Context: an optimization exercise on an open-source flow, tuned for small area and a short achievable clock period. The choices shown serve that exercise and are no tape-out recipe.
Power is estimated from default activity; no workload was simulated.

==> inputs of run C <==
Design systolictop, start of the top module:
module systolictop
(
 input  wire clk, reset,
 input  wire [7:0] a1, a2, b1, b2,
 input  wire [2:0] i, j,
 output wire [15:0] c1, c2, c3, c4
);
export LEC_CHECK = 0
export CAP_MARGIN = 20
export CORE_MARGIN = 2
export CORE_UTILIZATION = 60
export PLACE_DENSITY = 0.7
export SETUP_SLACK_MARGIN = 3.0
export SLEW_MARGIN = 20
export SYNTH_HIERARCHICAL = 1
export SYNTH_MINIMUM_KEEP_SIZE = 0
create_clock -name core_clock -period 6.6 [get_ports {clk}]
standard.sh (not shown) runs the stock make flow with config.mk's settings and CLKGATE_MAP_FILE= SYNTH_SCRIPT=/design/flow/synth_recipe.tcl, a recipe that flattens the netlist after the stock synthesis.
==> flow/flow/run.sh <==
#!/bin/bash
# Layout flow: the standard flow (standard.sh: ORFS synthesis to the final layout) with
#  - the port buffers made of buf_2 instead of the cell buffer_ports picks by default,
#  - clock tree synthesis without dummy load cells,
#  - before floorplanning, combinational cells set to drive strength 1 (flow/downsize.tcl);
#    the flow's timing repair sizes up the ones that need it.
# ORFS writes each tool's log under orfs/logs; this script's own output goes to flow_run.log.
set -e
exec > flow_run.log 2>&1
export BUFFER_PORTS_ARGS="-buffer_cell sky130_fd_sc_hd__buf_2"
export CTS_ARGS="-sink_clustering_enable -repair_clock_nets -dont_use_dummy_load -buf_list {sky130_fd_sc_hd__clkbuf_4 sky130_fd_sc_hd__clkbuf_8}"
export PRE_FLOORPLAN_TCL="$(pwd)/flow/downsize.tcl"
bash standard.sh
==> flow/flow/downsize.tcl <==
# Before floorplanning: set the combinational cells that synthesis mapped at a drive strength
# above 1 back to strength 1. The timing repair steps of the flow size up the ones that need it.
set n 0
foreach inst [[ord::get_db_block] getInsts] {
  set m [[$inst getMaster] getName]
  if {[regexp {^sky130_fd_sc_hd__(a21oi|o21ai|nand2|nor2|xor2|xnor2|and2|or2|nor2b|nand3|inv|a21o|o21a|nand2b|and3|or3|nor3)_([2-9]|1[0-9])$} $m -> base sz]} {
    set target sky130_fd_sc_hd__${base}_1
    if {[get_lib_cells -quiet */$target] ne ""} {
      replace_cell [$inst getName] $target
      incr n
    }
  }
}
puts "downsize.tcl: $n cells set to drive strength 1"
==> run E: changes against run C <==
--- a/flow/design.v
+++ b/flow/design.v
@@ -312,59 +312,59 @@
   g_fa u174 (.a(n124), .b(n147), .c(n146), .s(n173), .co(n174));
   wire n175;
   wire n176;
   g_fa u176 (.a(n64), .b(fa14), .c(n148), .s(n175), .co(n176));
   wire n177;
-  g_xnor2 u177 (.a(fa0), .b(n1), .y(n177));
+  g_xor2 u177 (.a(fa0), .b(n1), .y(n177));
   wire n178;
   g_nor2 u178 (.a(fa0), .b(n1), .y(n178));
   wire n179;
   g_xor2 u179 (.a(n149), .b(n9), .y(n179));
   wire n180;
   g_nor2 u180 (.a(n149), .b(n9), .y(n180));
   wire n181;
-  g_xnor2 u181 (.a(n179), .b(n178), .y(n181));
+  g_xor2 u181 (.a(n179), .b(n178), .y(n181));
   wire n182;
   g_aoi21 u182 (.a1(n179), .a2(n178), .b1(n180), .y(n182));
   wire n183;
   g_xnor2 u183 (.a(n150), .b(n151), .y(n183));
   wire n184;
   g_or2 u184 (.a(n150), .b(n151), .y(n184));
   wire n185;
-  g_xnor2 u185 (.a(n183), .b(n182), .y(n185));
+  g_xor2 u185 (.a(n183), .b(n182), .y(n185));
   wire n186;
   g_oai21 u186 (.a1(n183), .a2(n182), .b1(n184), .y(n186));
   wire n187;
   g_xor2 u187 (.a(n152), .b(n153), .y(n187));
   wire n188;
   g_nor2 u188 (.a(n152), .b(n153), .y(n188));
   wire n189;
-  g_xnor2 u189 (.a(n187), .b(n186), .y(n189));
+  g_xor2 u189 (.a(n187), .b(n186), .y(n189));
   wire n190;
   g_aoi21 u190 (.a1(n187), .a2(n186), .b1(n188), .y(n190));
   wire n191;
   g_xnor2 u191 (.a(n154), .b(n155), .y(n191));
   wire n192;
   g_or2 u192 (.a(n154), .b(n155), .y(n192));
   wire n193;
-  g_xnor2 u193 (.a(n191), .b(n190), .y(n193));
+  g_xor2 u193 (.a(n191), .b(n190), .y(n193));
   wire n194;
   g_oai21 u194 (.a1(n191), .a2(n190), .b1(n192), .y(n194));
   wire n195;
   g_xor2 u195 (.a(n156), .b(n157), .y(n195));
   wire n196;
   g_nor2 u196 (.a(n156), .b(n157), .y(n196));
   wire n197;
-  g_xnor2 u197 (.a(n195), .b(n194), .y(n197));
+  g_xor2 u197 (.a(n195), .b(n194), .y(n197));
   wire n198;
   g_aoi21 u198 (.a1(n195), .a2(n194), .b1(n196), .y(n198));
   wire n199;
   g_xnor2 u199 (.a(n158), .b(n159), .y(n199));
   wire n200;
   g_or2 u200 (.a(n158), .b(n159), .y(n200));
   wire n201;
-  g_xnor2 u201 (.a(n199), .b(n198), .y(n201));
+  g_xor2 u201 (.a(n199), .b(n198), .y(n201));
   wire n202;
   g_oai21 u202 (.a1(n199), .a2(n198), .b1(n200), .y(n202));
   wire n203;
   g_xor2 u203 (.a(n176), .b(fa15), .y(n203));
   wire n204;
@@ -450,75 +450,75 @@
   wire n244;
   g_aoi21 u244 (.a1(n218), .a2(n243), .b1(n219), .y(n244));
   wire n245;
   g_oai21 u245 (.a1(n228), .a2(n242), .b1(n227), .y(n245));
   wire n246;
-  g_xnor2 u246 (.a(n204), .b(s[7]), .y(n246));
+  g_xor2 u246 (.a(n204), .b(s[7]), .y(n246));
   wire n247;
-  g_xor2 u247 (.a(n206), .b(n220), .y(n247));
+  g_xnor2 u247 (.a(n206), .b(n220), .y(n247));
   wire n248;
-  g_xor2 u248 (.a(n208), .b(n230), .y(n248));
+  g_xnor2 u248 (.a(n208), .b(n230), .y(n248));
   wire n249;
-  g_xnor2 u249 (.a(n210), .b(n231), .y(n249));
+  g_xor2 u249 (.a(n210), .b(n231), .y(n249));
   wire n250;
-  g_xor2 u250 (.a(n212), .b(n238), .y(n250));
+  g_xnor2 u250 (.a(n212), .b(n238), .y(n250));
   wire n251;
-  g_xnor2 u251 (.a(n214), .b(n240), .y(n251));
+  g_xor2 u251 (.a(n214), .b(n240), .y(n251));
   wire n252;
-  g_xnor2 u252 (.a(n216), .b(n241), .y(n252));
+  g_xor2 u252 (.a(n216), .b(n241), .y(n252));
   wire n253;
-  g_xor2 u253 (.a(n218), .b(n242), .y(n253));
+  g_xnor2 u253 (.a(n218), .b(n242), .y(n253));
   wire n254;
-  g_xor2 u254 (.a(s[24]), .b(n244), .y(n254));
+  g_xnor2 u254 (.a(s[24]), .b(n244), .y(n254));
   wire fa0;
-  g_nor2 u255 (.a(s[0]), .b(rq), .y(o[0]));
-  g_nand2 u256 (.a(o[0]), .b(keep), .y(fa0));
+  g_and2 u255 (.a(s[0]), .b(rn), .y(o[0]));
+  g_nand2 u256 (.a(s[0]), .b(keep), .y(fa0));
   wire fa1;
-  g_nor2 u257 (.a(s[1]), .b(rq), .y(o[1]));
-  g_nand2 u258 (.a(o[1]), .b(keep), .y(fa1));
+  g_and2 u257 (.a(s[1]), .b(rn), .y(o[1]));
+  g_nand2 u258 (.a(s[1]), .b(keep), .y(fa1));
   wire fa2;
-  g_nor2 u259 (.a(s[2]), .b(rq), .y(o[2]));
-  g_nand2 u260 (.a(o[2]), .b(keep), .y(fa2));
+  g_and2 u259 (.a(s[2]), .b(rn), .y(o[2]));
+  g_nand2 u260 (.a(s[2]), .b(keep), .y(fa2));
   wire fa3;
-  g_nor2 u261 (.a(s[3]), .b(rq), .y(o[3]));
-  g_nand2 u262 (.a(o[3]), .b(keep), .y(fa3));
+  g_and2 u261 (.a(s[3]), .b(rn), .y(o[3]));
+  g_nand2 u262 (.a(s[3]), .b(keep), .y(fa3));
   wire fa4;
-  g_nor2 u263 (.a(s[4]), .b(rq), .y(o[4]));
-  g_nand2 u264 (.a(o[4]), .b(keep), .y(fa4));
+  g_and2 u263 (.a(s[4]), .b(rn), .y(o[4]));
+  g_nand2 u264 (.a(s[4]), .b(keep), .y(fa4));
   wire fa5;
-  g_nor2 u265 (.a(s[5]), .b(rq), .y(o[5]));
-  g_nand2 u266 (.a(o[5]), .b(keep), .y(fa5));
+  g_and2 u265 (.a(s[5]), .b(rn), .y(o[5]));
+  g_nand2 u266 (.a(s[5]), .b(keep), .y(fa5));
   wire fa6;
-  g_nor2 u267 (.a(s[6]), .b(rq), .y(o[6]));
-  g_nand2 u268 (.a(o[6]), .b(keep), .y(fa6));
+  g_and2 u267 (.a(s[6]), .b(rn), .y(o[6]));
+  g_nand2 u268 (.a(s[6]), .b(keep), .y(fa6));
   wire fa7;
-  g_nor2 u269 (.a(n246), .b(rq), .y(o[7]));
-  g_nand2 u270 (.a(o[7]), .b(keep), .y(fa7));
+  g_and2 u269 (.a(n246), .b(rn), .y(o[7]));
+  g_nand2 u270 (.a(n246), .b(keep), .y(fa7));
   wire fa8;
-  g_nor2 u271 (.a(n247), .b(rq), .y(o[8]));
-  g_nand2 u272 (.a(o[8]), .b(keep), .y(fa8));
+  g_and2 u271 (.a(n247), .b(rn), .y(o[8]));
+  g_nand2 u272 (.a(n247), .b(keep), .y(fa8));
   wire fa9;
-  g_nor2 u273 (.a(n248), .b(rq), .y(o[9]));
-  g_nand2 u274 (.a(o[9]), .b(keep), .y(fa9));
+  g_and2 u273 (.a(n248), .b(rn), .y(o[9]));
+  g_nand2 u274 (.a(n248), .b(keep), .y(fa9));
   wire fa10;
-  g_nor2 u275 (.a(n249), .b(rq), .y(o[10]));
-  g_nand2 u276 (.a(o[10]), .b(keep), .y(fa10));
+  g_and2 u275 (.a(n249), .b(rn), .y(o[10]));
+  g_nand2 u276 (.a(n249), .b(keep), .y(fa10));
   wire fa11;
-  g_nor2 u277 (.a(n250), .b(rq), .y(o[11]));
-  g_nand2 u278 (.a(o[11]), .b(keep), .y(fa11));
+  g_and2 u277 (.a(n250), .b(rn), .y(o[11]));
+  g_nand2 u278 (.a(n250), .b(keep), .y(fa11));
   wire fa12;
-  g_nor2 u279 (.a(n251), .b(rq), .y(o[12]));
-  g_nand2 u280 (.a(o[12]), .b(keep), .y(fa12));
+  g_and2 u279 (.a(n251), .b(rn), .y(o[12]));
+  g_nand2 u280 (.a(n251), .b(keep), .y(fa12));
   wire fa13;
-  g_nor2 u281 (.a(n252), .b(rq), .y(o[13]));
-  g_nand2 u282 (.a(o[13]), .b(keep), .y(fa13));
+  g_and2 u281 (.a(n252), .b(rn), .y(o[13]));
+  g_nand2 u282 (.a(n252), .b(keep), .y(fa13));
   wire fa14;
-  g_nor2 u283 (.a(n253), .b(rq), .y(o[14]));
-  g_nand2 u284 (.a(o[14]), .b(keep), .y(fa14));
+  g_and2 u283 (.a(n253), .b(rn), .y(o[14]));
+  g_nand2 u284 (.a(n253), .b(keep), .y(fa14));
   wire fa15;
-  g_nor2 u285 (.a(n254), .b(rq), .y(o[15]));
-  g_nand2 u286 (.a(o[15]), .b(keep), .y(fa15));
+  g_and2 u285 (.a(n254), .b(rn), .y(o[15]));
+  g_nand2 u286 (.a(n254), .b(keep), .y(fa15));
   assign ns[0] = n177;
   assign ns[1] = n181;
   assign ns[2] = n185;
   assign ns[3] = n189;
   assign ns[4] = n193;
@@ -541,10 +541,13 @@
   assign ns[21] = n173;
   assign ns[22] = n174;
   assign ns[23] = n175;
   assign ns[24] = n203;
 endmodule
+module g_and2 (input wire a, b, output wire y);
+  assign y = a & b;
+endmodule
 module g_aoi21 (input wire a1, a2, b1, output wire y);
   assign y = ~((a1 & a2) | b1);
 endmodule
 module g_fa (input wire a, b, c, output wire s, co);
   assign s = a ^ b ^ c;
==> flow/flow/run.sh (replaced) <==
#!/bin/bash
# Layout flow: the standard flow (standard.sh: ORFS synthesis to the final layout) with
#  - the port buffers made of buf_2 instead of the cell buffer_ports picks by default,
#  - clock tree synthesis without dummy load cells.
# ORFS writes each tool's log under orfs/logs; this script's own output goes to flow_run.log.
set -e
exec > flow_run.log 2>&1
export BUFFER_PORTS_ARGS="-buffer_cell sky130_fd_sc_hd__buf_2"
export CTS_ARGS="-sink_clustering_enable -repair_clock_nets -dont_use_dummy_load -buf_list {sky130_fd_sc_hd__clkbuf_4 sky130_fd_sc_hd__clkbuf_8}"
bash standard.sh
Settings changed: SETUP_SLACK_MARGIN 3.0 to 2.8.
removed: flow/flow/downsize.tcl
==> summary.txt <==
Run C finished clean. Run E completed without violations. Between run E and run C, the lower non-clock buffer count is in run E (gap 4). Of run E and run C, run C has the higher first-iteration DRC count (gap 20%, measured against run C). In run E the fmax is lower than in run C, by 3.3%. Cell area: run E is higher than run C (2.0%). In run C the clock skew is higher than in run E, by 0.0022 ns. Routed wire length: run C is lower than run E (about 1.2%). In final cell count, run C and run E hardly differ. Of run C and run E, run E has the higher via count (gap 0.30%, measured against run E). In run E the register-to-register slack is better than in run C, by 0.02 ns. Between run C and run E, the lower power is in run C (gap 20%, measured against run E).
==> figures <==
| metric | run E | run C |
|---|---|---|
| Core region area | 19600 sq um | 18900 sq um |
| Worst Hold Margin | 0.504 ns | 0.545 ns |
| Global-route wire length before repair | 41.3 mm | 39.7 mm |
| Clk cell area share | 1.89% | 1.93% |
| Routing usage on met2 | 41.4% | 41.4% |
| PostCTS Resize Cnt | 1 | 9 |
| Internal power summed over all cells | 0.00241 W | 0.00202 W |
| Non-clock inverter total of the final layout | 26 | 25 |
| Total leakage power | 4.29 nW | 3.98 nW |
| Vias in the first global route | 8616 | 8326 |
| Worst Max-Slew Pin Slew | 0.711 ns | 0.758 ns |
| Footprint of the multi-input gates | 8390 sq um | 8120 sq um |
| Final Critical Period | 3.63 ns | 3.51 ns |
| Result of the run | timing/DRC/antenna clean | timing/DRC/antenna clean |
| Power dissipated in sequential cells | 0.00132 W | 0.00122 W |
| Flop pwr share | 30.9% | 35.5% |
| Cell repeated most along the worst path | sky130_fd_sc_hd__xor2_1 | sky130_fd_sc_hd__a21oi_2 |
| Final area over synthesized area | 1.028x | 1.038x |
| DRT iter0 DRCs | 365 | 458 |
| Stages on worst setup path | 8 | 9 |
| R2r endpoint | s2[6]$_DFF_P_ | s3[7]$_DFF_P_ |
Function was not checked in any run of this note: the RTL went through the layout flow alone.

-- what the ideal ports hide --
How much do the figures lean on ideal ports? The routed layouts below were timed once more, with nothing changed but the port constraints.
Step 1: set_driving_cell puts a clkbuf_16 on clk and a buf_2 on each other input, an assumption about the parent block.
Step 2 adds t to the input delays and takes it off the output delays; t is the mean of the earliest and latest rising clock arrival at the registers after step 1. Input paths then give back, and output paths get back, about the clock's delay inside the block.
a / b / c = no drivers / after step 1 / after step 2; a / b = the first two.
| run | t (ns) | setup slack, ns | worst setup path at the end | clock arrival spread, ns |
|---|---|---|---|---|
| run C | 0.469 | 3.094 / 3.056 / 2.775 | input to register | 0.023 / 0.023 |
| run E | 0.485 | 2.974 / 2.930 / 2.704 | input to register | 0.019 / 0.019 |
After both steps every run listed still meets setup and hold. For run C, which loses most, drivers alone change the setup slack by -0.038 ns; drivers and shift together by -0.319 ns.
